Context: an optimization exercise on an open-source flow, tuned for small area. The choices shown serve that exercise and are no tape-out recipe.
In this exercise RTL edits were held to simulation tests only and were not proved equivalent to the original.
In runs 4 to 8 the design's own scripts or RTL, not TritonCTS, make the clock network.
The clock port is modelled as an ideal driver, which makes a skipped or thinned clock tree look cheaper than it is; a real chip needs a root buffer or a tree.
Power and IR drop assume default switching activity.

<file path="flow/design.v">
`timescale 1ns / 1ps
module Micro_Con_ROM(clk, rst, REF, POT, PWM, Ena_ADC);
input clk, rst;
input [17:0] REF, POT;
output reg [17:0] PWM;
output Ena_ADC;
localparam [17:0] HSTART = 18'd206621;    
reg [3:0]  sj;      
reg [1:0]  sh;      
reg        idle;    
reg [17:0] H;       
reg [17:0] A;
reg [15:0] Dr;
wire [17:0] D = {Dr, 2'b00};
wire x0, x1, sREF, sPOT, sA, sD, sK, neg, inc, ldP, ldA, ldD;
wire [7:0] lo;       
wire [3:0] hi;       
CtrlPre pre (.sj(sj), .sh(sh), .idle(idle), .lo(lo), .hi(hi));
CtrlOut out (.lo(lo), .hi(hi), .idle(idle), .rst(rst), .x0(x0), .x1(x1), .sREF(sREF),
             .sPOT(sPOT), .sA(sA), .sD(sD), .sK(sK), .neg(neg), .inc(inc),
             .ldP(ldP), .ldA(ldA), .ldD(ldD));
wire [17:0] S;
wire [17:0] H2 = {H[16:0], 1'b0};
wire [18:0] c;
assign c[0] = neg | inc;
wire x2 = !x0 && !x1;
genvar gi;
generate for (gi = 0; gi < 18; gi = gi + 1) begin : dp
  wire xb, bb;
  XMux #(.B0(gi == 0)) xm (.x1(x1), .x2(x2), .h(H[gi]), .h2(H2[gi]), .x(xb));
  BMux #(.KB(HSTART[gi]), .DB(gi >= 2)) bm (.sr(sREF), .r(REF[gi]), .sp(sPOT), .p(POT[gi]),
           .sa(sA), .a(A[gi]), .sd(sD), .d(D[gi]), .sk(sK), .neg(neg), .b(bb));
  FullAdd fa (.a(xb), .b(bb), .ci(c[gi]), .s(S[gi]), .co(c[gi+1]));
end endgenerate
wire cout = c[18];
always @(posedge clk) begin
  H <= S;
  if (ldP) PWM <= S;
  if (ldA) A <= S;
  if (ldD) Dr <= S[17:2];
end
wire [3:0] sj_next;
wire [1:0] sh_next;
wire idle_next;
StepNext stn (.sj(sj), .sh(sh), .idle(idle), .lo(lo), .hi(hi), .rst(rst), .cout(cout),
              .sjn(sj_next), .shn(sh_next), .idlen(idle_next), .ena(Ena_ADC));
always @(posedge clk) begin
  sj <= sj_next;
  sh <= sh_next;
  idle <= idle_next;
end
endmodule
module XMux(x1, x2, h, h2, x);
parameter B0 = 0;
input x1, x2, h, h2;
output x;
assign x = (x1 & h) | (B0 ? 1'b0 : (x2 & h2));
endmodule
module StepNext(sj, sh, idle, lo, hi, rst, cout, sjn, shn, idlen, ena);
input [3:0] sj;
input [1:0] sh;
input idle, rst, cout;
input [7:0] lo;
input [3:0] hi;
output [3:0] sjn;
output [1:0] shn;
output idlen, ena;
wire clr = rst | (idle & cout);
wire w = sj[3] & !sj[2];                  
assign sjn = clr ? 4'd0 : {sj[2:0], !sj[3]};
assign shn[0] = !clr & (sh[0] ^ w);
assign shn[1] = !clr & (sh[1] ^ (sh[0] & w));
assign idlen = !rst & (idle ? !cout : (sh[1] & sh[0] & w));
assign ena = !((hi[0] & !lo[0]) | (hi[1] & !lo[6] & !lo[7]));
endmodule
module BMux(sr, r, sp, p, sa, a, sd, d, sk, neg, b);
parameter KB = 0;
parameter DB = 1;
input sr, r, sp, p, sa, a, sd, d, sk, neg;
output b;
wire m;
BSel #(.KB(KB), .DB(DB)) sel (.sr(sr), .r(r), .sp(sp), .p(p), .sa(sa), .a(a), .sd(sd), .d(d),
                              .sk(sk), .m(m));
BInv inv (.m(m), .neg(neg), .b(b));
endmodule
module BSel(sr, r, sp, p, sa, a, sd, d, sk, m);
parameter KB = 0;
parameter DB = 1;
input sr, r, sp, p, sa, a, sd, d, sk;
output m;
assign m = (sr & r) | (sp & p) | (sa & a) | (DB ? (sd & d) : 1'b0) | (KB ? sk : 1'b0);
endmodule
module BInv(m, neg, b);
input m, neg;
output b;
assign b = m ^ neg;
endmodule
module FullAdd(a, b, ci, s, co);
input a, b, ci;
output s, co;
assign s = a ^ b ^ ci;
assign co = (a & b) | (ci & (a ^ b));
endmodule
module CtrlPre(sj, sh, idle, lo, hi);
input [3:0] sj;
input [1:0] sh;
input idle;
output [7:0] lo;
output [3:0] hi;
assign lo[0] = !sj[0] & !sj[3];
assign lo[1] =  sj[0] & !sj[1];
assign lo[2] =  sj[1] & !sj[2];
assign lo[3] =  sj[2] & !sj[3];
assign lo[4] =  sj[3] &  sj[0];
assign lo[5] =  sj[1] & !sj[0];
assign lo[6] =  sj[2] & !sj[1];
assign lo[7] =  sj[3] & !sj[2];
assign hi = idle ? 4'd0 : (4'd1 << sh);
endmodule
module CtrlOut(lo, hi, idle, rst, x0, x1, sREF, sPOT, sA, sD, sK, neg, inc, ldP, ldA, ldD);
input [7:0] lo;
input [3:0] hi;
input idle, rst;
output x0, x1, sREF, sPOT, sA, sD, sK, neg, inc, ldP, ldA, ldD;
function st; input [4:0] v; st = hi[v[4:3]] & lo[v[2:0]]; endfunction
assign x0   = st(0) | st(1) | st(13) | st(24) | st(31);              
assign x1   = st(10) | st(12) | st(23) | idle;                       
assign sREF = st(6) | st(9);
assign sPOT = st(1) | st(3) | st(5) | st(10) | st(13);
assign sA   = st(11) | st(23);
assign sD   = st(12) | st(18) | st(19) | st(20) | st(21) | st(22)
            | st(24) | st(26) | st(28) | st(30);
assign sK   = st(31);
assign neg  = st(1) | st(9) | st(24) | st(26);
assign inc  = idle;
assign ldP  = st(11) | rst;
assign ldA  = st(12) | st(23) | rst;
assign ldD  = st(15) | st(30) | rst;
endmodule
</file>
<file path="flow/flow/run.sh">
#!/bin/bash
# The standard layout (standard synthesis), with buf_1 port buffers and a
# clock tree of clkbuf_8 without dummy loads. make's output goes to standard.log.
set -uo pipefail
bash standard.sh \
  "BUFFER_PORTS_ARGS=-buffer_cell sky130_fd_sc_hd__buf_1" \
  "CTS_ARGS=-sink_clustering_enable -sink_clustering_size 25 -sink_clustering_max_diameter 80 -sink_clustering_levels 1 -repair_clock_nets -dont_use_dummy_load -buf_list sky130_fd_sc_hd__clkbuf_8 -root_buf sky130_fd_sc_hd__clkbuf_8" \
  finish > standard.log 2>&1
rc=$?
tail -5 standard.log
exit $rc
</file>
<file path="flow/config.mk">
export PLATFORM = sky130hd
export DESIGN_NAME = Micro_Con_ROM
export DESIGN_NICKNAME = Micro_Con_ROM
export VERILOG_FILES = /design/flow/design.v
export SDC_FILE = /design/flow/constraint.sdc
export NUM_CORES = 4
export LEC_CHECK = 0
export CAP_MARGIN = 20
export CORE_MARGIN = 2
export CORE_UTILIZATION = 40
export SLEW_MARGIN = 20
export SYNTH_HIERARCHICAL = 1
</file>
<file path="flow/standard.sh">
#!/bin/bash
# synth_recipe.tcl (not shown) runs the flow's synth.tcl, then flattens the netlist and writes it again
# the make line also repeats each setting of config.mk as NAME=value (left out here)
make -C /OpenROAD-flow-scripts/flow DESIGN_CONFIG=/design/flow/config.mk WORK_HOME=/design/flow/orfs CLKGATE_MAP_FILE= SYNTH_SCRIPT=/design/flow/synth_recipe.tcl "${@:-finish}"
</file>
<file path="flow/constraint.sdc">
create_clock -name core_clock -period 15.0 [get_ports {clk}]
set_input_delay 3.0000 -clock core_clock [delete_from_list [all_inputs] [get_ports {clk}]]
set_output_delay 3.0000 -clock core_clock [all_outputs]
set_load 0.01 [all_outputs]
</file>
==> impl_metrics.toml, run 1 <==
[status]
status = "finished clean"

[timing]
max_freq_mhz = 93.4
slew_headroom_pct = 28.1
setup_slack_ns = 4.30
period_share_pct = 71.3
slew_viol_final = 0
setup_viol = 0
worst_slew_pin_slew_ns = 1.08
clock_skew_ns = 0.0224
setup_tns_ns = 0
fin_crit_ns = 10.70
final_hold_viol_count = 0
rsz0062_at_grt = "false"

[finish]
num-nets-final = 365
drive_above_1_share_pct = 5.23
diodes = 0
area_growth_pct = 14.1

[worst_hold_path]
min_to = "sj[2]"
hold_depth = 1
hold_path_class = "register to register"
hold_start = "sj[1]"

[power_and_ir_drop]
power.clock.fraction_pct = 18.8
seqPwrFrac_pct = 58.7
switching_share_pct = 28.0
pwr-share-comb_pct = 22.5
p_leak_nw = 1.54
p_sw_mw = 0.173
p_per_area_nw_per_um2 = 158
vdd.ir_drop.worst_mv = 0.0545
internal_power_mw = 0.445

[place]
port_buffers = 56
dpl_worst_slack_ns = 4.01
place.gp.congestion = 0.778
dp_hpwl_um = 4660

[cts]
clk_latency_ns = 0.34
cts_root_buf = "clkbuf_8"
ctsHoldBuffers = 0
post_cts_buffers = 0
clockBufferDepth = 2
h-tree-depth = 3
cts_tree = "yes"
cts.sink_count = 77
cts.repair.resized = 0
numCtsBuffers = 9
clk_pin_slew_ns = 0.06

[route]
wl_per_cell_um = 17.8
drc = 0
drtAntennaViolNets = 0
vias = 2157
drtIter0Drc = 121
dr.pass1.iters = 4
routed_wl_um = 7330
routed_via_density = 5.25

[grt]
grt_max_degree = 20
groute.usage.overall_pct = 16.9
grt_pass1_vias = 2148
grt_first_pass_wirelength_um = 11300
antenna_found_initial = 0
overflow = 0

[setup_path]
cpLargestDelayFamily = "adder cells"
path_max_fanout = 7
rr_worst_depth = 26
reg2reg_to = "sj[1]"
cp_data_arrival_time_ns = 10.96
cp_slowest_stage_delay_ns = 0.43
cp-end-kind = "register"
worstSetupStartpoint = "POT[0]"
rr_startpoint = "sh[0]"
cpMostUsedCell = "fa_1"
cp_data_required_time_ns = 15.26
crit_type = "primary input to register"
cp-start-kind = "primary input"
crit_slowest_cell = "fa_1"
cp_cell_sequence = "buf_1 -> a22oi_1 -> nand2_1 -> xor2_1 -> fa_1 -> fa_1 -> fa_1 -> fa_1 -> fa_1 -> fa_1 -> fa_1 -> fa_1 -> fa_1 -> fa_1 -> fa_1 -> fa_1 -> fa_1 -> fa_1 -> fa_1 -> fa_1 -> fa_1 -> fa_1 -> a21oi_4 -> and2_1"
reg2reg_slack_ns = 4.98
crit_buf_inv = 1

[floorplan]
core_um2 = 8260
row_count = 33
initial_utilization_pct = 41.5
die-area_um2 = 9310
die_y_um = 96.5
die_width_um = 96.5
ioPinCount = 57

[run]
max_cap_violations = 0

[synth]
syn-instance-count = 239
syn_area_um2 = 3420
avgSynthCellArea_um2 = 14.3
yosysWarnings = 8
syn_nets = 296
## final cells by class
cell class / count / area (um2)
fillers: 759 / 4350
inverters: 1 / 3.75
well taps: 105 / 131
repair buffers: 60 / 240
multi-input cells: 159 / 1350
flip-flops and latches: 77 / 2060
clock buffers: 9 / 124
## worst register-to-register path, delay by kind of cell, from the launching register on
kind / cells / cell delay [ns]
flip-flops: 1 / 0.41
AO/OA/AOI/OAI: 3 / 0.56
AND/OR/NAND/NOR: 4 / 1.75
XOR/XNOR: 1 / 0.08
adder cells (fa/ha/maj): 18 / 7.15
## sequential cells by signal, summed over array words and instances, names as in the netlist
register / cells
Dr: 16
sj: 4
idle: 1
PWM: 18
sh: 2
A: 18
H: 18
## stage by stage
stage	hold WS (ns)	util (%)	power, mW	cells	cell area, um2
after floorplan	0.484	-	0.454	239	3420
after global placement	0.504	45.8	0.504	402	3780
after detailed placement	0.520	45.8	0.508	402	3780
after CTS	0.514	47.3	0.626	411	3910
after global routing	0.528	47.3	0.659	411	3910
final	0.506	47.3	0.618	411	3910
## power by group through the flow
| stage | Sequential [mW] | Combinational [mW] | Clock (mW) |
|---|---|---|---|
| 5_1_grt | 0.370 | 0.160 | 0.128 |
| 4_1_cts | 0.363 | 0.142 | 0.121 |
| 2_1_floorplan | 0.370 | 0.0839 | 0 |
| 3_5_place_dp | 0.367 | 0.141 | 0 |
| 6_report | 0.363 | 0.139 | 0.116 |
| 3_3_place_gp | 0.365 | 0.138 | 0 |
## per-layer routing
metal	part of all wire (%)	track usage, %	up-vias	wire length, um
met5	0	0	-	0
met4	1.2	6.34	0	89
met2	46	26.1	67	3400
met3	5.9	5.20	8	433
li1	-	-	1056	-
met1	46	22.6	1026	3410
## layout by cell type, fill, tap and decap left out, types with 3 or more instances in the layout
cell type / n
buf_4: 4
a22oi_1: 15
fa_1: 18
dfxtp_1: 25
xor2_1: 19
a21oi_1: 13
o21ai_0: 7
buf_1: 56
clkbuf_8: 9
nor2b_1: 7
a22o_1: 19
nand2_1: 21
and2_1: 8
nor2_1: 3
a222oi_1: 10
edfxtp_1: 52
## how the worst max path moves through the flow
stage / endpoint / slack (ns) / cells past startpoint
2_1_floorplan: sh[0] / 4.38 / 23
3_3_place_gp: sj[1] / 4.06 / 24
3_5_place_dp: sj[2] / 4.01 / 24
4_1_cts: sj[1] / 4.33 / 24
5_1_grt: idle / 4.00 / 24
6_report: sj[1] / 4.30 / 24
==> inputs of run 2 (changes only) <==
==> flow/flow/run.sh (replaced) <==
#!/bin/bash
# The standard layout (standard synthesis), with buf_1 port buffers and a
# clock tree of clkbuf_8 without dummy loads. make's output goes to standard.log.
set -uo pipefail
bash standard.sh \
  "BUFFER_PORTS_ARGS=-buffer_cell sky130_fd_sc_hd__buf_1" \
  "CTS_ARGS=-sink_clustering_enable -repair_clock_nets -dont_use_dummy_load -buf_list sky130_fd_sc_hd__clkbuf_8 -root_buf sky130_fd_sc_hd__clkbuf_8" \
  finish > standard.log 2>&1
rc=$?
tail -5 standard.log
exit $rc
==> impl_metrics.toml, run 2 <==
[finish]
diodes = 0
num-nets-final = 365
area_growth_pct = 14.1
final_common_cell = "buf_1"
final_cell_mix = "56 x buf_1, 52 x edfxtp_1, 25 x dfxtp_1"
reg_top3 = "A: 18 flops, H: 18 flops, PWM: 18 flops"
fin_cells = 411
drive_above_1_share_pct = 5.23

[grt]
overflow = 0
grt_pass1_vias = 2148
groute.usage.overall_pct = 16.9
grt_max_degree = 20
antenna_found_initial = 0
grt_first_pass_wirelength_um = 11300

[power_and_ir_drop]
switching_share_pct = 28.0
p_sw_mw = 0.173
vdd.ir_drop.worst_mv = 0.0545
p_per_area_nw_per_um2 = 158
power.clock.fraction_pct = 18.8
p_leak_nw = 1.54
internal_power_mw = 0.445
seqPwrFrac_pct = 58.7
pwr-share-comb_pct = 22.5

[setup_path]
cpLargestDelayFamily = "adder cells"
crit_slowest_cell = "fa_1"
cp-end-kind = "register"
cp-start-kind = "primary input"
crit_type = "primary input to register"
cp_slowest_stage_delay_ns = 0.43
cp_data_arrival_time_ns = 10.96
cp_data_required_time_ns = 15.26
crit_buf_inv = 1
cp_cell_sequence = "buf_1 -> a22oi_1 -> nand2_1 -> xor2_1 -> fa_1 -> fa_1 -> fa_1 -> fa_1 -> fa_1 -> fa_1 -> fa_1 -> fa_1 -> fa_1 -> fa_1 -> fa_1 -> fa_1 -> fa_1 -> fa_1 -> fa_1 -> fa_1 -> fa_1 -> fa_1 -> a21oi_4 -> and2_1"
cpMostUsedCell = "fa_1"
path_max_fanout = 7

[timing]
rsz0062_at_grt = "false"
clock_skew_ns = 0.0224
setup_viol = 0
max_freq_mhz = 93.4
fin_crit_ns = 10.70
period_share_pct = 71.3
final_hold_viol_count = 0
slew_viol_final = 0
slew_headroom_pct = 28.1
setup_tns_ns = 0
worst_slew_pin_slew_ns = 1.08

[place]
place.gp.congestion = 0.778
port_buffers = 56
dp_hpwl_um = 4660
dp_cells = 402

[floorplan]
die_y_um = 96.5
ioPinCount = 57
die-area_um2 = 9310
die_width_um = 96.5
initial_utilization_pct = 41.5
row_count = 33
core_um2 = 8260

[cts]
cts.repair.resized = 0
cts_root_buf = "clkbuf_8"
numCtsBuffers = 9
cts.sink_count = 77
clk_latency_ns = 0.34
h-tree-depth = 3
post_cts_buffers = 0
cts_tree = "yes"
clk_pin_slew_ns = 0.06
ctsHoldBuffers = 0
clockBufferDepth = 2

[run]
max_cap_violations = 0

[synth]
syn-instance-count = 239
syn_area_um2 = 3420
syn_nets = 296
avgSynthCellArea_um2 = 14.3
yosysWarnings = 8

[route]
drtIter0Drc = 121
dr.pass1.iters = 4
wl_per_cell_um = 17.8
routed_wl_um = 7330
vias = 2157
drtAntennaViolNets = 0
drc = 0
routed_via_density = 5.25

[status]
status = "finished clean"

[worst_hold_path]
hold_path_class = "register to register"
run 2: worst reg2reg max path, cell delays in order, from the launching register on:
cell and delay [ns]:
dfxtp_1 0.41, nor3b_1 0.83, o21ai_0 0.20, nand2_1 0.67, a22oi_1 0.15, nand2_1 0.11, xor2_1 0.08, fa_1 0.43
fa_1 0.41, fa_1 0.41, fa_1 0.41, fa_1 0.40, fa_1 0.39, fa_1 0.40, fa_1 0.40, fa_1 0.39
fa_1 0.39, fa_1 0.39, fa_1 0.39, fa_1 0.38, fa_1 0.38, fa_1 0.38, fa_1 0.39, fa_1 0.39
fa_1 0.42, a21oi_4 0.21, and2_1 0.14
run 2: stage by stage:
stage	worst slack (ns)	cell area, um2	hold slack, ns	power, mW	util (%)
finish	4.30	3910	0.506	0.618	47.3
global route	4.00	3910	0.528	0.659	47.3
CTS	4.33	3910	0.514	0.626	47.3
detailed placement	4.01	3780	0.520	0.508	45.8
global placement	4.06	3780	0.504	0.504	45.8
floorplan	4.38	3420	0.484	0.454	-
run 2: cell type report:
type | count | area (um2)
timing repair buffer | 60 | 240
inverter | 1 | 3.75
fill | 759 | 4350
multi-input combinational | 159 | 1350
tap | 105 | 131
sequential | 77 | 2060
clock buffer | 9 | 124
run 2: worst paths after layout:
path	startpoint	to	slack [ns]	cells after the start
min reg2reg	sj[1]	sj[2]	0.51	1
max	POT[0]	sj[1]	4.30	24
min	sj[1]	sj[2]	0.51	1
max reg2reg	sh[0]	sj[1]	4.98	26
run 2: power by group through the flow:
stage          registers (mW)  clock network (mW)  logic (mW)
3_3_place_gp            0.365                   0       0.138
4_1_cts                 0.363               0.121       0.142
6_report                0.363               0.116       0.139
2_1_floorplan           0.370                   0      0.0839
5_1_grt                 0.370               0.128       0.160
3_5_place_dp            0.367                   0       0.141
run 2: layer usage:
metal  part of all wire [%]  global-route usage, %  routed length (um)  vias to the layer above
met5                      0                      0                   0                        -
met4                    1.2                   6.34                  89                        0
met3                    5.9                   5.20                 433                        8
met2                     46                   26.1                3400                       67
met1                     46                   22.6                3410                     1026
li1                       -                      -                   -                     1056
==> inputs of run 3 (changes only) <==
--- a/flow/config.mk
+++ b/flow/config.mk
@@ -7,6 +7,6 @@
 export LEC_CHECK = 0
-export CAP_MARGIN = 20
+export CAP_MARGIN = 0
 export CORE_MARGIN = 2
 export CORE_UTILIZATION = 40
-export SLEW_MARGIN = 20
+export SLEW_MARGIN = 0
 export SYNTH_HIERARCHICAL = 1
==> impl_metrics.toml, run 3 <==
[status]
status = "finished clean"

[route]
drtIter0Drc = 121
drc = 0
routed_wl_um = 7330
wl_per_cell_um = 17.8
routed_via_density = 5.25
dr.pass1.iters = 4
drtAntennaViolNets = 0
vias = 2157

[worst_hold_path]
hold_depth = 1
hold_path_class = "register to register"
hold_start = "sj[1]"

[setup_path]
cp_data_arrival_time_ns = 10.96
reg2reg_slack_ns = 4.98
cp_cell_sequence = "buf_1 -> a22oi_1 -> nand2_1 -> xor2_1 -> fa_1 -> fa_1 -> fa_1 -> fa_1 -> fa_1 -> fa_1 -> fa_1 -> fa_1 -> fa_1 -> fa_1 -> fa_1 -> fa_1 -> fa_1 -> fa_1 -> fa_1 -> fa_1 -> fa_1 -> fa_1 -> a21oi_4 -> and2_1"
crit_type = "primary input to register"
cp-endpoint = "sj[1]"
reg2reg_to = "sj[1]"
cp_slowest_stage_delay_ns = 0.43
rr_startpoint = "sh[0]"
crit_slowest_cell = "fa_1"
path_max_fanout = 7
cpMostUsedCell = "fa_1"
cp-start-kind = "primary input"
rr_worst_depth = 26
cp_data_required_time_ns = 15.26
cp-end-kind = "register"
worstSetupStartpoint = "POT[0]"

[cts]
clk_latency_ns = 0.34
cts_tree = "yes"
numCtsBuffers = 9
clockBufferDepth = 2
cts_root_buf = "clkbuf_8"
h-tree-depth = 3
cts.sink_count = 77
ctsHoldBuffers = 0
post_cts_buffers = 0
cts.repair.resized = 0
clk_pin_slew_ns = 0.06

[synth]
syn-instance-count = 239
syn_area_um2 = 3420
avgSynthCellArea_um2 = 14.3
syn_nets = 296
yosysWarnings = 8

[finish]
drive_above_1_share_pct = 5.23
area_growth_pct = 14.1
reg_top3 = "A: 18 flops, H: 18 flops, PWM: 18 flops"
num-nets-final = 365
diodes = 0
fillCellCount = 759
fin_cells = 411
final_common_cell = "buf_1"
final_cell_mix = "56 x buf_1, 52 x edfxtp_1, 25 x dfxtp_1"

[floorplan]
core_um2 = 8260
ioPinCount = 57
die-area_um2 = 9310
die_y_um = 96.5
row_count = 33
die_width_um = 96.5
initial_utilization_pct = 41.5

[timing]
final_hold_viol_count = 0
period_share_pct = 71.3
rsz0062_at_grt = "false"
setup_viol = 0
slew_headroom_pct = 28.1
setup_tns_ns = 0
slew_viol_final = 0
clock_skew_ns = 0.0224
worst_slew_pin_slew_ns = 1.08
max_freq_mhz = 93.4
fin_crit_ns = 10.70

[grt]
grt_use_met2_pct = 26.1
grt_most_used_layer = "met2"
grt_pass1_vias = 2148
antenna_found_initial = 0
grt_max_degree = 20
met3_usage_pct = 5.20
groute.usage.overall_pct = 16.9
overflow = 0
met1_usage_pct = 22.6
grt_first_pass_wirelength_um = 11300

[place]
dp_cells = 402
place.gp.congestion = 0.778
port_buffers = 56
dp_hpwl_um = 4660

[power_and_ir_drop]
p_leak_nw = 1.54
vdd.ir_drop.worst_mv = 0.0545
p_per_area_nw_per_um2 = 158

[run]
max_cap_violations = 0
-- run 3: cell counts in the layout (fill, tap and decap cells not counted) --
No cell type changed its count.
-- run 3: how the worst min path moves through the flow --
| stage | endpoint |
|---|---|
| detailed placement | sj[1] |
| CTS | sj[2] |
| global placement | sj[2] |
| finish | sj[2] |
| floorplan | sj[2] |
| global route | sj[2] |
-- run 3: per-layer routing --
metal  wire length, um  up-vias  part of all wire (%)
met3               433        8                   5.9
li1                  -     1056                     -
met5                 0        -                     0
met1              3410     1026                    46
met2              3400       67                    46
met4                89        0                   1.2
-- run 3: worst max-delay path: cells and delay by family --
kind	cells	cell delay, ns
xor gates and xnor gates	1	0.16
adders and majority gates	18	7.13
and+or+nand+nor	2	0.24
AOI/OAI and AO/OA	2	0.34
buffers and inverters	1	0.07
-- run 3: power breakdown --
| part | internal (mW) | switching, mW | leakage, nW | total [mW] |
|---|---|---|---|---|
| Combinational | 0.0558 | 0.0831 | 0.751 | 0.139 |
| Sequential | 0.336 | 0.0272 | 0.722 | 0.363 |
| Clock | 0.0536 | 0.0627 | 0.0647 | 0.116 |
-- run 3: area by class of cell --
class / instances / area, um2 / share of cell area (%)
flip-flops and latches: 77 / 2060 / 52.8
well taps: 105 / 131 / 3.36
multi-input cells: 159 / 1350 / 34.4
inverters: 1 / 3.75 / 0.0961
repair buffers: 60 / 240 / 6.15
clock buffers: 9 / 124 / 3.17
-- run 3: stage by stage --
step	hold slack (ns)	power, mW	utilization [%]	area [um2]	setup slack [ns]
2_1_floorplan	0.484	0.454	-	3420	4.38
3_3_place_gp	0.504	0.504	45.8	3780	4.06
3_5_place_dp	0.520	0.508	45.8	3780	4.01
4_1_cts	0.514	0.626	47.3	3910	4.33
5_1_grt	0.528	0.659	47.3	3910	4.00
6_report	0.506	0.618	47.3	3910	4.30
==> inputs of run 4 (changes only) <==
==> flow/flow/run.sh (replaced) <==
#!/bin/bash
# The standard layout (standard synthesis) with buf_1 port buffers and the
# clock tree of flow/pre_cts.tcl (a root buffer driving one leaf buffer per
# k-means group of clock sinks). make's output goes to standard.log.
set -uo pipefail
export FLOW_CLK_ROOT=sky130_fd_sc_hd__clkbuf_8
export FLOW_CLK_LEAF=sky130_fd_sc_hd__clkbuf_8
export FLOW_CLK_GROUPS=6
bash standard.sh \
  "BUFFER_PORTS_ARGS=-buffer_cell sky130_fd_sc_hd__buf_1" \
  "PRE_CTS_TCL=$(pwd)/flow/pre_cts.tcl" \
  finish > standard.log 2>&1
rc=$?
tail -5 standard.log
exit $rc
==> flow/flow/pre_cts.tcl (new file) <==
# Clock tree made here instead of by TritonCTS. The clock sinks are split into
# FLOW_CLK_GROUPS groups by k-means on their placed positions; each group is
# driven by a FLOW_CLK_LEAF buffer at the group's centroid, and all leaf
# buffers by one FLOW_CLK_ROOT buffer at the centroid of the leaves, which the
# clock port drives. clock_tree_synthesis then only marks the clock as
# propagated.
set block [ord::get_db_block]
set db [ord::get_db]
set root_master [$db findMaster $::env(FLOW_CLK_ROOT)]
set leaf_master [$db findMaster $::env(FLOW_CLK_LEAF)]
set k $::env(FLOW_CLK_GROUPS)
set clknet [$block findNet clk]
set sinks [$clknet getITerms]
set n [llength $sinks]
set xs {}; set ys {}
foreach it $sinks {
  set bb [[$it getInst] getBBox]
  lappend xs [expr {([$bb xMin] + [$bb xMax]) / 2.0}]
  lappend ys [expr {([$bb yMin] + [$bb yMax]) / 2.0}]
}
# initial centres: sinks spread along the sorted order of x + y
set order [lsort -real -indices [lmap x $xs y $ys {expr {$x + 0.5 * $y}}]]
for {set g 0} {$g < $k} {incr g} {
  set i [lindex $order [expr {int(($g + 0.5) * $n / $k)}]]
  set cx($g) [lindex $xs $i]; set cy($g) [lindex $ys $i]
}
for {set iter 0} {$iter < 50} {incr iter} {
  for {set g 0} {$g < $k} {incr g} { set sx($g) 0.0; set sy($g) 0.0; set cnt($g) 0 }
  set asg {}
  for {set i 0} {$i < $n} {incr i} {
    set x [lindex $xs $i]; set y [lindex $ys $i]
    set best 0; set bd 1e30
    for {set g 0} {$g < $k} {incr g} {
      set d [expr {abs($x - $cx($g)) + abs($y - $cy($g))}]
      if { $d < $bd } { set bd $d; set best $g }
    }
    lappend asg $best
    set sx($best) [expr {$sx($best) + $x}]; set sy($best) [expr {$sy($best) + $y}]
    incr cnt($best)
  }
  for {set g 0} {$g < $k} {incr g} {
    if { $cnt($g) > 0 } {
      set cx($g) [expr {$sx($g) / $cnt($g)}]; set cy($g) [expr {$sy($g) / $cnt($g)}]
    }
  }
}
set rnet [odb::dbNet_create $block clk_root]
$rnet setSigType CLOCK
set root [odb::dbInst_create $block $root_master clk_root_buf]
[$root findITerm A] connect $clknet
set rx 0.0; set ry 0.0; set used 0
for {set g 0} {$g < $k} {incr g} {
  if { $cnt($g) == 0 } { continue }
  set net [odb::dbNet_create $block clk_leaf_$g]
  $net setSigType CLOCK
  set inst [odb::dbInst_create $block $leaf_master clk_leaf_buf_$g]
  for {set i 0} {$i < $n} {incr i} {
    if { [lindex $asg $i] == $g } {
      set it [lindex $sinks $i]
      $it disconnect
      $it connect $net
    }
  }
  [$inst findITerm A] connect $rnet
  [$inst findITerm X] connect $net
  $inst setLocation [expr {int($cx($g))}] [expr {int($cy($g))}]
  $inst setPlacementStatus PLACED
  set rx [expr {$rx + $cx($g)}]; set ry [expr {$ry + $cy($g)}]; incr used
  puts "pre_cts: group $g: $cnt($g) sinks on clk_leaf_buf_$g"
}
[$root findITerm X] connect $rnet
$root setLocation [expr {int($rx / $used)}] [expr {int($ry / $used)}]
$root setPlacementStatus PLACED

rename clock_tree_synthesis tritoncts_unused
proc clock_tree_synthesis { args } {
  puts "clock_tree_synthesis replaced by flow/pre_cts.tcl"
  set_propagated_clock [all_clocks]
}
--- a/flow/config.mk
+++ b/flow/config.mk
@@ -7,6 +7,6 @@
 export LEC_CHECK = 0
-export CAP_MARGIN = 0
+export CAP_MARGIN = 20
 export CORE_MARGIN = 2
 export CORE_UTILIZATION = 40
-export SLEW_MARGIN = 0
+export SLEW_MARGIN = 20
 export SYNTH_HIERARCHICAL = 1
==> impl_metrics.toml, run 4 <==
[floorplan]
die_y_um = 96.5
initial_utilization_pct = 41.5
die-area_um2 = 9310
ioPinCount = 57
row_count = 33
die_width_um = 96.5
core_um2 = 8260

[worst_hold_path]
hold_depth = 1
hold_start = "sj[1]"
min_to = "sj[2]"
hold_path_class = "register to register"

[cts]
clk_pin_slew_ns = 0.07
ctsHoldBuffers = 0
cts.repair.resized = 0
clk_latency_ns = 0.36
post_cts_buffers = 0

[power_and_ir_drop]
power.clock.fraction_pct = 16.9
p_leak_nw = 1.52
switching_share_pct = 28.2
vdd.ir_drop.worst_mv = 0.0621
pwr-share-comb_pct = 23.1
seqPwrFrac_pct = 60.1
p_sw_mw = 0.170
internal_power_mw = 0.433
p_per_area_nw_per_um2 = 156

[timing]
fin_crit_ns = 10.69
slew_viol_final = 0
setup_slack_ns = 4.31
slew_headroom_pct = 28.2
setup_tns_ns = 0
final_hold_viol_count = 0
max_freq_mhz = 93.5
rsz0062_at_grt = "false"
period_share_pct = 71.3
worst_slew_pin_slew_ns = 1.08
clock_skew_ns = 0.0391
fin_hold_ws_ns = 0.522
setup_viol = 0

[route]
vias = 2171
drtAntennaViolNets = 0
routed_wl_um = 7250
wl_per_cell_um = 17.7
drc = 0
drtIter0Drc = 152
routed_via_density = 5.31
dr.pass1.iters = 4

[synth]
yosysWarnings = 8
avgSynthCellArea_um2 = 14.3
syn-instance-count = 239
syn_area_um2 = 3420
syn_nets = 296

[setup_path]
reg2reg_slack_ns = 4.98
rr_startpoint = "idle"
rr_worst_depth = 26
cp_data_required_time_ns = 15.28
path_max_fanout = 7
cp-end-kind = "register"
cpMostUsedCell = "fa_1"
crit_buf_inv = 1
cp_slowest_stage_delay_ns = 0.43
reg2reg_to = "sj[3]"
crit_slowest_cell = "fa_1"
cpLargestDelayFamily = "adder cells"
cp_cell_sequence = "buf_1 -> a22oi_1 -> nand2_1 -> xor2_1 -> fa_1 -> fa_1 -> fa_1 -> fa_1 -> fa_1 -> fa_1 -> fa_1 -> fa_1 -> fa_1 -> fa_1 -> fa_1 -> fa_1 -> fa_1 -> fa_1 -> fa_1 -> fa_1 -> fa_1 -> fa_1 -> a21oi_4 -> and2_1"
cp-start-kind = "primary input"
crit_type = "primary input to register"
cp_data_arrival_time_ns = 10.97

[finish]
final_cell_mix = "56 x buf_1, 52 x edfxtp_1, 25 x dfxtp_1"
final_area_um2 = 3880
final_common_cell = "buf_1"
diodes = 0
num-nets-final = 363
reg_top3 = "A: 18 flops, H: 18 flops, PWM: 18 flops"
area_growth_pct = 13.3
drive_above_1_share_pct = 4.61
fin_cells = 409

[grt]
met1_usage_pct = 22.2
grt_max_degree = 21
grt_use_met2_pct = 26.2
grt_first_pass_wirelength_um = 11200
antenna_found_initial = 0
overflow = 0
met3_usage_pct = 2.17
groute.usage.overall_pct = 15.7
grt_most_used_layer = "met2"
grt_pass1_vias = 2159

[place]
dp_hpwl_um = 4660
port_buffers = 56
dp_cells = 402
dpl_cell_area_um2 = 3780
place.gp.congestion = 0.778
dpl_worst_slack_ns = 4.01

[run]
max_cap_violations = 0

[status]
status = "finished clean"
run 4: power by group through the flow:
stage	Sequential [mW]	Combinational (mW)	Clock, mW
4_1_cts	0.363	0.142	0.106
2_1_floorplan	0.370	0.0839	0
3_3_place_gp	0.365	0.138	0
6_report	0.362	0.139	0.102
3_5_place_dp	0.367	0.141	0
5_1_grt	0.370	0.160	0.112
run 4: how the worst max path moves through the flow:
stage / startpoint / end / slack [ns] / cells after the start
after floorplan: POT[0] / sh[0] / 4.38 / 23
after global placement: POT[0] / sj[1] / 4.06 / 24
after detailed placement: POT[0] / sj[2] / 4.01 / 24
after CTS: POT[0] / sj[3] / 4.34 / 24
after global routing: POT[0] / sh[0] / 4.01 / 24
final: POT[0] / sj[3] / 4.31 / 24
run 4: metal layers:
metal	share of wire (%)	vias up
met4	1.7	0
met5	0	-
li1	-	1050
met1	45	1037
met2	46	73
met3	6.6	11
run 4: per-stage QoR:
step	utilization (%)	power, mW
after floorplan	-	0.454
after global placement	45.8	0.504
after detailed placement	45.8	0.508
after CTS	47.0	0.611
after global routing	47.0	0.643
final	47.0	0.604
run 4: final cells by class:
cell class	count	area, um2
plain buffers	7	96.3
well taps	105	131
fillers	768	4380
inverters	1	3.75
repair buffers	60	240
multi-input cells	159	1350
flip-flops and latches	77	2060
run 4: worst register-to-register path, cell delays in order, from the launching register on:
cell     delay (ns)
dfxtp_1        0.40
nor3b_1        0.84
o21ai_0        0.20
nand2_1        0.67
a22oi_1        0.15
nand2_1        0.11
xor2_1         0.08
fa_1           0.43
fa_1           0.41
fa_1           0.41
fa_1           0.41
fa_1           0.40
fa_1           0.39
fa_1           0.40
fa_1           0.40
fa_1           0.39
fa_1           0.39
fa_1           0.39
fa_1           0.39
fa_1           0.38
fa_1           0.38
fa_1           0.38
fa_1           0.39
fa_1           0.39
fa_1           0.42
a21oi_4        0.20
and2_1         0.15
==> inputs of run 5 (changes only) <==
--- a/flow/flow/run.sh
+++ b/flow/flow/run.sh
@@ -3,3 +3,3 @@
 # clock tree of flow/pre_cts.tcl (a root buffer driving one leaf buffer per
-# k-means group of clock sinks). make's output goes to standard.log.
+# size-limited k-means group of clock sinks). make's output goes to standard.log.
 set -uo pipefail
--- a/flow/flow/pre_cts.tcl
+++ b/flow/flow/pre_cts.tcl
@@ -1,3 +1,5 @@
 # Clock tree made here instead of by TritonCTS. The clock sinks are split into
-# FLOW_CLK_GROUPS groups by k-means on their placed positions; each group is
+# FLOW_CLK_GROUPS groups of at most ceil(n/groups)+1 sinks by k-means on their
+# placed positions followed by a nearest-first assignment under that size
+# limit; each group is
 # driven by a FLOW_CLK_LEAF buffer at the group's centroid, and all leaf
@@ -46,2 +48,27 @@
 }
+# balanced assignment: take (sink, centre) pairs nearest first, keep a group
+# from growing past the limit
+set cap [expr {($n + $k - 1) / $k + 1}]
+set pairs {}
+for {set i 0} {$i < $n} {incr i} {
+  set x [lindex $xs $i]; set y [lindex $ys $i]
+  for {set g 0} {$g < $k} {incr g} {
+    lappend pairs [list [expr {abs($x - $cx($g)) + abs($y - $cy($g))}] $i $g]
+  }
+}
+set pairs [lsort -real -index 0 $pairs]
+for {set g 0} {$g < $k} {incr g} { set cnt($g) 0; set sx($g) 0.0; set sy($g) 0.0 }
+set asg [lrepeat $n -1]
+foreach pr $pairs {
+  lassign $pr d i g
+  if { [lindex $asg $i] >= 0 || $cnt($g) >= $cap } { continue }
+  lset asg $i $g
+  incr cnt($g)
+  set sx($g) [expr {$sx($g) + [lindex $xs $i]}]; set sy($g) [expr {$sy($g) + [lindex $ys $i]}]
+}
+for {set g 0} {$g < $k} {incr g} {
+  if { $cnt($g) > 0 } {
+    set cx($g) [expr {$sx($g) / $cnt($g)}]; set cy($g) [expr {$sy($g) / $cnt($g)}]
+  }
+}
 set rnet [odb::dbNet_create $block clk_root]
==> impl_metrics.toml, run 5 <==
[floorplan]
initial_utilization_pct = 41.5
die_y_um = 96.5
ioPinCount = 57
row_count = 33
core_um2 = 8260
die_width_um = 96.5
die-area_um2 = 9310

[power_and_ir_drop]
p_per_area_nw_per_um2 = 156
p_leak_nw = 1.52
vdd.ir_drop.worst_mv = 0.0624
finalPower_mw = 0.603

[synth]
syn_nets = 296
yosysWarnings = 8
syn_area_um2 = 3420
avgSynthCellArea_um2 = 14.3
syn-instance-count = 239

[setup_path]
cp_data_required_time_ns = 15.28
cpMostUsedCell = "fa_1"
rr_startpoint = "idle"
cp-end-kind = "register"
cp_data_arrival_time_ns = 10.97
reg2reg_to = "sj[3]"
reg2reg_slack_ns = 4.97
cp_slowest_stage_delay_ns = 0.43
path_max_fanout = 7
cp-start-kind = "primary input"
crit_buf_inv = 1
crit_slowest_cell = "fa_1"
cpLargestDelayFamily = "adder cells"
rr_worst_depth = 26
crit_type = "primary input to register"
cp_cell_sequence = "buf_1 -> a22oi_1 -> nand2_1 -> xor2_1 -> fa_1 -> fa_1 -> fa_1 -> fa_1 -> fa_1 -> fa_1 -> fa_1 -> fa_1 -> fa_1 -> fa_1 -> fa_1 -> fa_1 -> fa_1 -> fa_1 -> fa_1 -> fa_1 -> fa_1 -> fa_1 -> a21oi_4 -> and2_1"

[timing]
clock_skew_ns = 0.0148
setup_tns_ns = 0
final_hold_viol_count = 0
fin_crit_ns = 10.69
setup_viol = 0
fin_hold_ws_ns = 0.522
slew_viol_final = 0
max_freq_mhz = 93.6
worst_slew_pin_slew_ns = 1.06
slew_headroom_pct = 29.2
setup_slack_ns = 4.31
rsz0062_at_grt = "false"
period_share_pct = 71.3

[finish]
fin_cells = 409
final_area_um2 = 3880
fillCellCount = 769
num-nets-final = 363
final_common_cell = "buf_1"
utilization_pct = 47.0
diodes = 0
reg_top3 = "A: 18 flops, H: 18 flops, PWM: 18 flops"
area_growth_pct = 13.3
final_cell_mix = "56 x buf_1, 52 x edfxtp_1, 25 x dfxtp_1"
drive_above_1_share_pct = 4.61
register_area_um2 = 2060
multi_input_area_um2 = 1350

[place]
port_buffers = 56
dp_hpwl_um = 4660
dpl_cell_area_um2 = 3780
dp_cells = 402
dpl_worst_slack_ns = 4.01
place.gp.congestion = 0.778

[grt]
groute.usage.overall_pct = 15.8
antenna_found_initial = 0
grt_max_degree = 20
grt_first_pass_wirelength_um = 11200
grt_pass1_vias = 2129
overflow = 0

[route]
drc = 0
wl_per_cell_um = 17.7
dr.pass1.iters = 4
routed_wl_um = 7250
vias = 2161
routed_via_density = 5.28
drtIter0Drc = 157
drtAntennaViolNets = 0

[worst_hold_path]
hold_depth = 1
hold_path_class = "register to register"
hold_start = "sj[1]"
min_to = "sj[2]"

[cts]
clk_latency_ns = 0.34
cts.repair.resized = 0
clk_pin_slew_ns = 0.07
ctsHoldBuffers = 0
post_cts_buffers = 0

[run]
max_cap_violations = 0

[status]
status = "finished clean"
==> run 5: layout make-up <==
type                            instances  share of cell area [%]
Inverter                                1                  0.0968
Sequential cell                        77                    53.2
Multi-Input combinational cell        159                    34.7
Tap cell                              105                    3.39
Timing Repair Buffer                   60                    6.19
Buffer                                  7                    2.48
==> run 5: worst register-to-register path, stage by stage, from the launching register on <==
cell	delay (ns)
dfxtp_1	0.40
nor3b_1	0.85
o21ai_0	0.20
nand2_1	0.67
a22oi_1	0.15
nand2_1	0.11
xor2_1	0.08
fa_1	0.43
fa_1	0.41
fa_1	0.41
fa_1	0.41
fa_1	0.40
fa_1	0.39
fa_1	0.40
fa_1	0.40
fa_1	0.39
fa_1	0.39
fa_1	0.39
fa_1	0.39
fa_1	0.38
fa_1	0.38
fa_1	0.38
fa_1	0.39
fa_1	0.39
fa_1	0.42
a21oi_4	0.20
and2_1	0.15
==> run 5: worst max-delay path by stage <==
stage                 end   start  depth (start not counted)
global placement    sj[1]  POT[0]                         24
global route        sh[0]  POT[0]                         24
floorplan           sh[0]  POT[0]                         23
detailed placement  sj[2]  POT[0]                         24
finish              sj[3]  POT[0]                         24
CTS                 sj[3]  POT[0]                         24
==> run 5: report_power, final <==
group          switching, mW  total (mW)  internal [mW]
Combinational         0.0827       0.138         0.0557
Clock                 0.0608       0.103         0.0421
Sequential            0.0270       0.362          0.335
Total                  0.170       0.603          0.433
==> run 5: layer usage <==
| layer | GRT usage [%] | wire length [um] | up-vias |
|---|---|---|---|
| li1 | - | - | 1051 |
| met1 | 22.7 | 3320 | 1033 |
| met2 | 25.7 | 3330 | 65 |
| met3 | 2.17 | 465 | 12 |
| met4 | 3.29 | 134 | 0 |
| met5 | 0 | 0 | - |
==> inputs of run 6 (changes only) <==
--- a/flow/flow/run.sh
+++ b/flow/flow/run.sh
@@ -7,3 +7,3 @@
 export FLOW_CLK_LEAF=sky130_fd_sc_hd__clkbuf_8
-export FLOW_CLK_GROUPS=6
+export FLOW_CLK_GROUPS=5
 bash standard.sh \
==> impl_metrics.toml, run 6 <==
[route]
drtAntennaViolNets = 0
wl_per_cell_um = 17.8
routed_via_density = 5.30
drtIter0Drc = 149
routed_wl_um = 7240
drc = 0
vias = 2162
dr.pass1.iters = 4

[synth]
avgSynthCellArea_um2 = 14.3
syn_nets = 296
yosysWarnings = 8
syn_area_um2 = 3420
syn-instance-count = 239

[grt]
antenna_found_initial = 0
groute.usage.overall_pct = 15.8
grt_use_met2_pct = 26.0
met1_usage_pct = 22.6
grt_most_used_layer = "met2"
grt_max_degree = 20
grt_pass1_vias = 2135
overflow = 0
grt_first_pass_wirelength_um = 11200
met3_usage_pct = 1.86

[timing]
final_hold_viol_count = 0
worst_slew_pin_slew_ns = 1.10
setup_tns_ns = 0
max_freq_mhz = 93.4
rsz0062_at_grt = "false"
slew_headroom_pct = 26.4
setup_viol = 0
fin_crit_ns = 10.71
clock_skew_ns = 0.0249
slew_viol_final = 0
period_share_pct = 71.4

[setup_path]
worstSetupStartpoint = "POT[0]"
cp_slowest_stage_delay_ns = 0.43
crit_slowest_cell = "fa_1"
cp-endpoint = "sj[2]"
cp-start-kind = "primary input"
cp-end-kind = "register"
cp_data_arrival_time_ns = 10.96
rr_startpoint = "idle"
crit_type = "primary input to register"
path_max_fanout = 7
cp_cell_sequence = "buf_1 -> a22oi_1 -> nand2_1 -> xor2_1 -> fa_1 -> fa_1 -> fa_1 -> fa_1 -> fa_1 -> fa_1 -> fa_1 -> fa_1 -> fa_1 -> fa_1 -> fa_1 -> fa_1 -> fa_1 -> fa_1 -> fa_1 -> fa_1 -> fa_1 -> fa_1 -> a21oi_4 -> and2_1"
cpMostUsedCell = "fa_1"
reg2reg_slack_ns = 4.97
reg2reg_to = "sj[2]"
cp_data_required_time_ns = 15.26
rr_worst_depth = 26

[cts]
ctsHoldBuffers = 0
cts.repair.resized = 0
clk_pin_slew_ns = 0.07
clk_latency_ns = 0.33
post_cts_buffers = 0

[power_and_ir_drop]
vdd.ir_drop.worst_mv = 0.0434
p_leak_nw = 1.52
p_per_area_nw_per_um2 = 154
finalPower_mw = 0.596

[place]
dp_hpwl_um = 4660
dp_cells = 402
place.gp.congestion = 0.778
port_buffers = 56

[floorplan]
die_width_um = 96.5
initial_utilization_pct = 41.5
die_y_um = 96.5
die-area_um2 = 9310
row_count = 33
core_um2 = 8260
ioPinCount = 57

[finish]
num-nets-final = 362
reg_top3 = "A: 18 flops, H: 18 flops, PWM: 18 flops"
fin_cells = 408
fillCellCount = 766
diodes = 0
area_growth_pct = 12.9
drive_above_1_share_pct = 4.29
final_common_cell = "buf_1"
final_cell_mix = "56 x buf_1, 52 x edfxtp_1, 25 x dfxtp_1"

[status]
status = "finished clean"

[run]
max_cap_violations = 0

[worst_hold_path]
hold_path_class = "register to register"
[run 6: final cells by class]
type | count | area, um2 | share of cell area, %
well taps | 105 | 131 | 3.40
inverters | 1 | 3.75 | 0.0971
flip-flops and latches | 77 | 2060 | 53.4
plain buffers | 6 | 82.6 | 2.14
repair buffers | 60 | 240 | 6.22
multi-input cells | 159 | 1350 | 34.8
[run 6: worst max-delay path, delay by kind of cell]
family	cells	cell delay [ns]
buffers and inverters	1	0.07
AOI/OAI and AO/OA	2	0.33
and+or+nand+nor	2	0.25
xor gates and xnor gates	1	0.16
adders and majority gates	18	7.13
[run 6: layer usage]
layer	share of wire, %	up-vias
met5	0	-
met4	2.3	0
met3	6.4	15
met2	47	79
met1	45	1021
li1	-	1047
[run 6: per-stage QoR]
stage          instance area [um2]  worst slack, ns  util, %  hold slack [ns]
2_1_floorplan                 3420             4.38        -            0.484
6_report                      3860             4.29     46.8            0.522
3_5_place_dp                  3780             4.01     45.8            0.520
4_1_cts                       3860             4.31     46.8            0.530
5_1_grt                       3860             3.99     46.8            0.546
3_3_place_gp                  3780             4.06     45.8            0.504
[run 6: worst min-delay path by stage]
| stage | startpoint | to | slack, ns | cells past startpoint |
|---|---|---|---|---|
| 2_1_floorplan | sj[1] | sj[2] | 0.48 | 1 |
| 3_3_place_gp | sj[1] | sj[2] | 0.50 | 1 |
| 3_5_place_dp | sj[0] | sj[1] | 0.52 | 1 |
| 4_1_cts | sj[0] | sj[1] | 0.53 | 1 |
| 5_1_grt | sj[1] | sj[2] | 0.55 | 1 |
| 6_report | sj[1] | sj[2] | 0.52 | 1 |
[run 6: report_power, final]
group,internal (mW),switching (mW)
clock network,0.0364,0.0589
registers,0.335,0.0272
logic,0.0558,0.0828
==> inputs of run 7 (changes only) <==
--- a/flow/flow/run.sh
+++ b/flow/flow/run.sh
@@ -5,3 +5,3 @@
 set -uo pipefail
-export FLOW_CLK_ROOT=sky130_fd_sc_hd__clkbuf_8
+export FLOW_CLK_ROOT=sky130_fd_sc_hd__clkbuf_4
 export FLOW_CLK_LEAF=sky130_fd_sc_hd__clkbuf_8
==> impl_metrics.toml, run 7 <==
[grt]
overflow = 0
grt_first_pass_wirelength_um = 11200
grt_pass1_vias = 2130
grt_max_degree = 20
antenna_found_initial = 0
groute.usage.overall_pct = 15.8

[finish]
num-nets-final = 362
diodes = 0
fillCellCount = 772
multi_input_area_um2 = 1350
area_growth_pct = 12.7
reg_top3 = "A: 18 flops, H: 18 flops, PWM: 18 flops"
drive_above_1_share_pct = 4.29
register_area_um2 = 2060
final_common_cell = "buf_1"
final_area_um2 = 3860
final_cell_mix = "56 x buf_1, 52 x edfxtp_1, 25 x dfxtp_1"
utilization_pct = 46.7

[worst_hold_path]
min_to = "sj[2]"
hold_depth = 1
hold_path_class = "register to register"
hold_start = "sj[1]"

[power_and_ir_drop]
finalPower_mw = 0.593
vdd.ir_drop.worst_mv = 0.0422
p_per_area_nw_per_um2 = 154
p_leak_nw = 1.51

[cts]
clk_latency_ns = 0.39
clk_pin_slew_ns = 0.07
post_cts_buffers = 0
ctsHoldBuffers = 0
cts.repair.resized = 0

[setup_path]
cp_data_required_time_ns = 15.32
cp_cell_sequence = "buf_1 -> a22oi_1 -> nand2_1 -> xor2_1 -> fa_1 -> fa_1 -> fa_1 -> fa_1 -> fa_1 -> fa_1 -> fa_1 -> fa_1 -> fa_1 -> fa_1 -> fa_1 -> fa_1 -> fa_1 -> fa_1 -> fa_1 -> fa_1 -> fa_1 -> fa_1 -> a21oi_4 -> and2_1"
crit_type = "primary input to register"
crit_slowest_cell = "fa_1"
cpLargestDelayFamily = "adder cells"
cp_slowest_stage_delay_ns = 0.43
crit_buf_inv = 1
reg2reg_to = "sj[2]"
cp-start-kind = "primary input"
cp-end-kind = "register"
rr_worst_depth = 26
cp_data_arrival_time_ns = 10.96
path_max_fanout = 7
rr_startpoint = "idle"
reg2reg_slack_ns = 5.00
cpMostUsedCell = "fa_1"

[timing]
rsz0062_at_grt = "false"
slew_viol_final = 0
clock_skew_ns = 0.0249
slew_headroom_pct = 25.8
final_hold_viol_count = 0
fin_hold_ws_ns = 0.521
setup_viol = 0
setup_tns_ns = 0
max_freq_mhz = 93.9
fin_crit_ns = 10.65
period_share_pct = 71.0
worst_slew_pin_slew_ns = 1.11

[route]
routed_wl_um = 7210
drtAntennaViolNets = 0
dr.pass1.iters = 4
vias = 2157
drc = 0
wl_per_cell_um = 17.7
drtIter0Drc = 141
routed_via_density = 5.29

[run]
max_cap_violations = 0

[synth]
avgSynthCellArea_um2 = 14.3
syn-instance-count = 239
yosysWarnings = 8
syn_area_um2 = 3420
syn_nets = 296

[floorplan]
initial_utilization_pct = 41.5
die_y_um = 96.5
die-area_um2 = 9310
row_count = 33
ioPinCount = 57
die_width_um = 96.5
core_um2 = 8260

[status]
status = "finished clean"

[place]
dpl_cell_area_um2 = 3780
port_buffers = 56
dp_hpwl_um = 4660
place.gp.congestion = 0.778
-- run 7: how the worst max path moves through the flow --
stage	from	end	slack, ns	cells past startpoint
5_1_grt	POT[0]	sh[0]	4.05	24
4_1_cts	POT[0]	sj[3]	4.38	24
3_3_place_gp	POT[0]	sj[1]	4.06	24
6_report	POT[0]	sj[2]	4.35	24
3_5_place_dp	POT[0]	sj[2]	4.01	24
2_1_floorplan	POT[0]	sh[0]	4.38	23
-- run 7: area by class of cell --
class | count | share of cell area [%]
repair buffers | 60 | 6.23
flip-flops and latches | 77 | 53.4
inverters | 1 | 0.0973
well taps | 105 | 3.40
plain buffers | 6 | 1.98
multi-input cells | 159 | 34.9
-- run 7: per-stage QoR --
stage	setup slack, ns	instances
finish	4.35	408
detailed placement	4.01	402
floorplan	4.38	239
global placement	4.06	402
global route	4.05	408
CTS	4.38	408
-- run 7: layer usage --
metal  vias up  GRT usage (%)  part of all wire [%]
li1       1048              -                     -
met5         -              0                     0
met2        70           26.0                    46
met1      1024           22.6                    45
met4         0           3.17                   2.3
met3        15           1.86                   6.2
-- run 7: report_power, final --
| group | total, mW | switching, mW | internal (mW) |
|---|---|---|---|
| logic | 0.138 | 0.0827 | 0.0557 |
| clock network | 0.0920 | 0.0589 | 0.0332 |
| registers | 0.362 | 0.0271 | 0.335 |
==> inputs of run 8 (changes only) <==
--- a/flow/flow/run.sh
+++ b/flow/flow/run.sh
@@ -1,5 +1,6 @@
 #!/bin/bash
-# The standard layout (standard synthesis) with buf_1 port buffers and the
-# clock tree of flow/pre_cts.tcl (a root buffer driving one leaf buffer per
-# size-limited k-means group of clock sinks). make's output goes to standard.log.
+# The standard layout (standard synthesis, with config.mk's settings) with
+# buf_1 port buffers and the clock tree of flow/pre_cts.tcl: a root buffer
+# driving one leaf buffer per size-limited k-means group of clock sinks.
+# make's output goes to standard.log; ORFS's own logs stay under orfs/logs.
 set -uo pipefail
--- a/flow/flow/pre_cts.tcl
+++ b/flow/flow/pre_cts.tcl
@@ -1,6 +1,5 @@
-# Clock tree made here instead of by TritonCTS. The clock sinks are split into
-# FLOW_CLK_GROUPS groups of at most ceil(n/groups)+1 sinks by k-means on their
-# placed positions followed by a nearest-first assignment under that size
-# limit; each group is
-# driven by a FLOW_CLK_LEAF buffer at the group's centroid, and all leaf
+# Clock tree made here instead of by TritonCTS. The clock sinks are split
+# into FLOW_CLK_GROUPS groups of at most ceil(n/groups)+1 sinks: k-means on
+# their placed positions, then a nearest-first assignment under that limit.
+# Each group is driven by a FLOW_CLK_LEAF buffer at its centroid, and all leaf
 # buffers by one FLOW_CLK_ROOT buffer at the centroid of the leaves, which the
==> impl_metrics.toml, run 8 <==
[cts]
post_cts_buffers = 0
cts.repair.resized = 0
ctsHoldBuffers = 0
clk_latency_ns = 0.39
clk_pin_slew_ns = 0.07

[timing]
period_share_pct = 71.0
max_freq_mhz = 93.9
slew_headroom_pct = 25.8
setup_tns_ns = 0
slew_viol_final = 0
worst_slew_pin_slew_ns = 1.11
final_hold_viol_count = 0
setup_viol = 0
setup_slack_ns = 4.35
clock_skew_ns = 0.0249
rsz0062_at_grt = "false"
fin_crit_ns = 10.65

[worst_hold_path]
hold_path_class = "register to register"

[route]
dr.pass1.iters = 4
vias = 2157
drc = 0
drtIter0Drc = 141
routed_wl_um = 7210
wl_per_cell_um = 17.7
drtAntennaViolNets = 0
routed_via_density = 5.29

[finish]
num-nets-final = 362
reg_top3 = "A: 18 flops, H: 18 flops, PWM: 18 flops"
final_common_cell = "buf_1"
diodes = 0
area_growth_pct = 12.7
final_cell_mix = "56 x buf_1, 52 x edfxtp_1, 25 x dfxtp_1"
fillCellCount = 772
drive_above_1_share_pct = 4.29

[floorplan]
die_y_um = 96.5
initial_utilization_pct = 41.5
die-area_um2 = 9310
ioPinCount = 57
core_um2 = 8260
die_width_um = 96.5
row_count = 33

[setup_path]
cp_data_required_time_ns = 15.32
cp-start-kind = "primary input"
path_max_fanout = 7
cp_data_arrival_time_ns = 10.96
crit_type = "primary input to register"
reg2reg_slack_ns = 5.00
cp-end-kind = "register"

[grt]
grt_first_pass_wirelength_um = 11200
antenna_found_initial = 0
overflow = 0
grt_max_degree = 20
grt_pass1_vias = 2130
groute.usage.overall_pct = 15.8

[synth]
yosysWarnings = 8
syn_nets = 296
syn_area_um2 = 3420
avgSynthCellArea_um2 = 14.3
syn-instance-count = 239

[power_and_ir_drop]
vdd.ir_drop.worst_mv = 0.0422
finalPower_mw = 0.593
p_leak_nw = 1.51
p_per_area_nw_per_um2 = 154

[place]
port_buffers = 56
dpl_worst_slack_ns = 4.01
dp_hpwl_um = 4660
place.gp.congestion = 0.778

[run]
max_cap_violations = 0

[status]
status = "finished clean"
## run 8: area by class of cell
type                            count  area (um2)  share of cell area [%]
Tap cell                          105         131                    3.40
Inverter                            1        3.75                  0.0973
Buffer                              6        76.3                    1.98
Multi-Input combinational cell    159        1350                    34.9
Sequential cell                    77        2060                    53.4
Timing Repair Buffer               60         240                    6.23
## run 8: worst paths after layout
path / to / depth (start not counted) / from
setup / recovery: sj[2] / 24 / POT[0]
hold / removal: sj[2] / 1 / sj[1]
setup reg to reg: sj[2] / 26 / idle
hold reg to reg: sj[2] / 1 / sj[1]
## run 8: where the power goes
part	internal, mW	switching, mW	total, mW
registers	0.335	0.0271	0.362
logic	0.0557	0.0827	0.138
clock network	0.0332	0.0589	0.0920
total	0.424	0.169	0.593
## run 8: stage by stage
stage	hold slack (ns)	instance area, um2	cells	utilization, %
floorplan	0.484	3420	239	-
global placement	0.504	3780	402	45.8
detailed placement	0.520	3780	402	45.8
CTS	0.531	3860	408	46.7
global route	0.546	3860	408	46.7
finish	0.521	3860	408	46.7
## run 8: critical path, stage by stage
cell,delay [ns]
buf_1,0.07
a22oi_1,0.13
nand2_1,0.10
xor2_1,0.16
fa_1,0.43
fa_1,0.41
fa_1,0.41
fa_1,0.41
fa_1,0.39
fa_1,0.39
fa_1,0.40
fa_1,0.40
fa_1,0.39
fa_1,0.39
fa_1,0.39
fa_1,0.39
fa_1,0.38
fa_1,0.38
fa_1,0.38
fa_1,0.39
fa_1,0.39
fa_1,0.42
a21oi_4,0.20
and2_1,0.15
## run 8: per-layer routing
| metal | wire [um] | share of wire, % | vias to the layer above | global-route usage (%) |
|---|---|---|---|---|
| li1 | - | - | 1048 | - |
| met1 | 3270 | 45 | 1024 | 22.6 |
| met2 | 3330 | 46 | 70 | 26.0 |
| met3 | 444 | 6.2 | 15 | 1.86 |
| met4 | 166 | 2.3 | 0 | 3.17 |
| met5 | 0 | 0 | - | 0 |

port drivers added, routing unchanged:
How much do the figures lean on ideal ports? The routed layouts below were timed once more, with nothing changed but the port constraints.
Step 1: set_driving_cell puts a clkbuf_16 on clk and a buf_2 on each other input, an assumption about the parent block.
Step 2, shift: input delay + t, output delay - t, t = (earliest + latest rising clock arrival at the registers) / 2. This alone moves slack from input paths to output paths.
a / b / c = ideal / step 1 / step 2; a / b = the first two.
run	t, ns	setup slack, ns	worst setup path after step 2	slew at the worst register clock pin (ns)	cell pins on the clock port's net
run 1	0.356	4.299 / 4.307 / 3.950	input to register	0.08 / 0.08	1
run 2	0.356	4.299 / 4.307 / 3.950	input to register	0.08 / 0.08	1
run 3	0.356	4.299 / 4.307 / 3.950	input to register	0.08 / 0.08	1
run 4	0.369	4.309 / 4.317 / 3.948	input to register	0.11 / 0.11	1
run 5	0.366	4.311 / 4.320 / 3.953	input to register	0.09 / 0.09	1
run 6	0.350	4.294 / 4.301 / 3.951	input to register	0.10 / 0.10	1
run 7	0.405	4.352 / 4.356 / 3.951	input to register	0.10 / 0.10	1
run 8	0.405	4.352 / 4.356 / 3.951	input to register	0.10 / 0.10	1
After both steps every run listed still meets setup and hold.
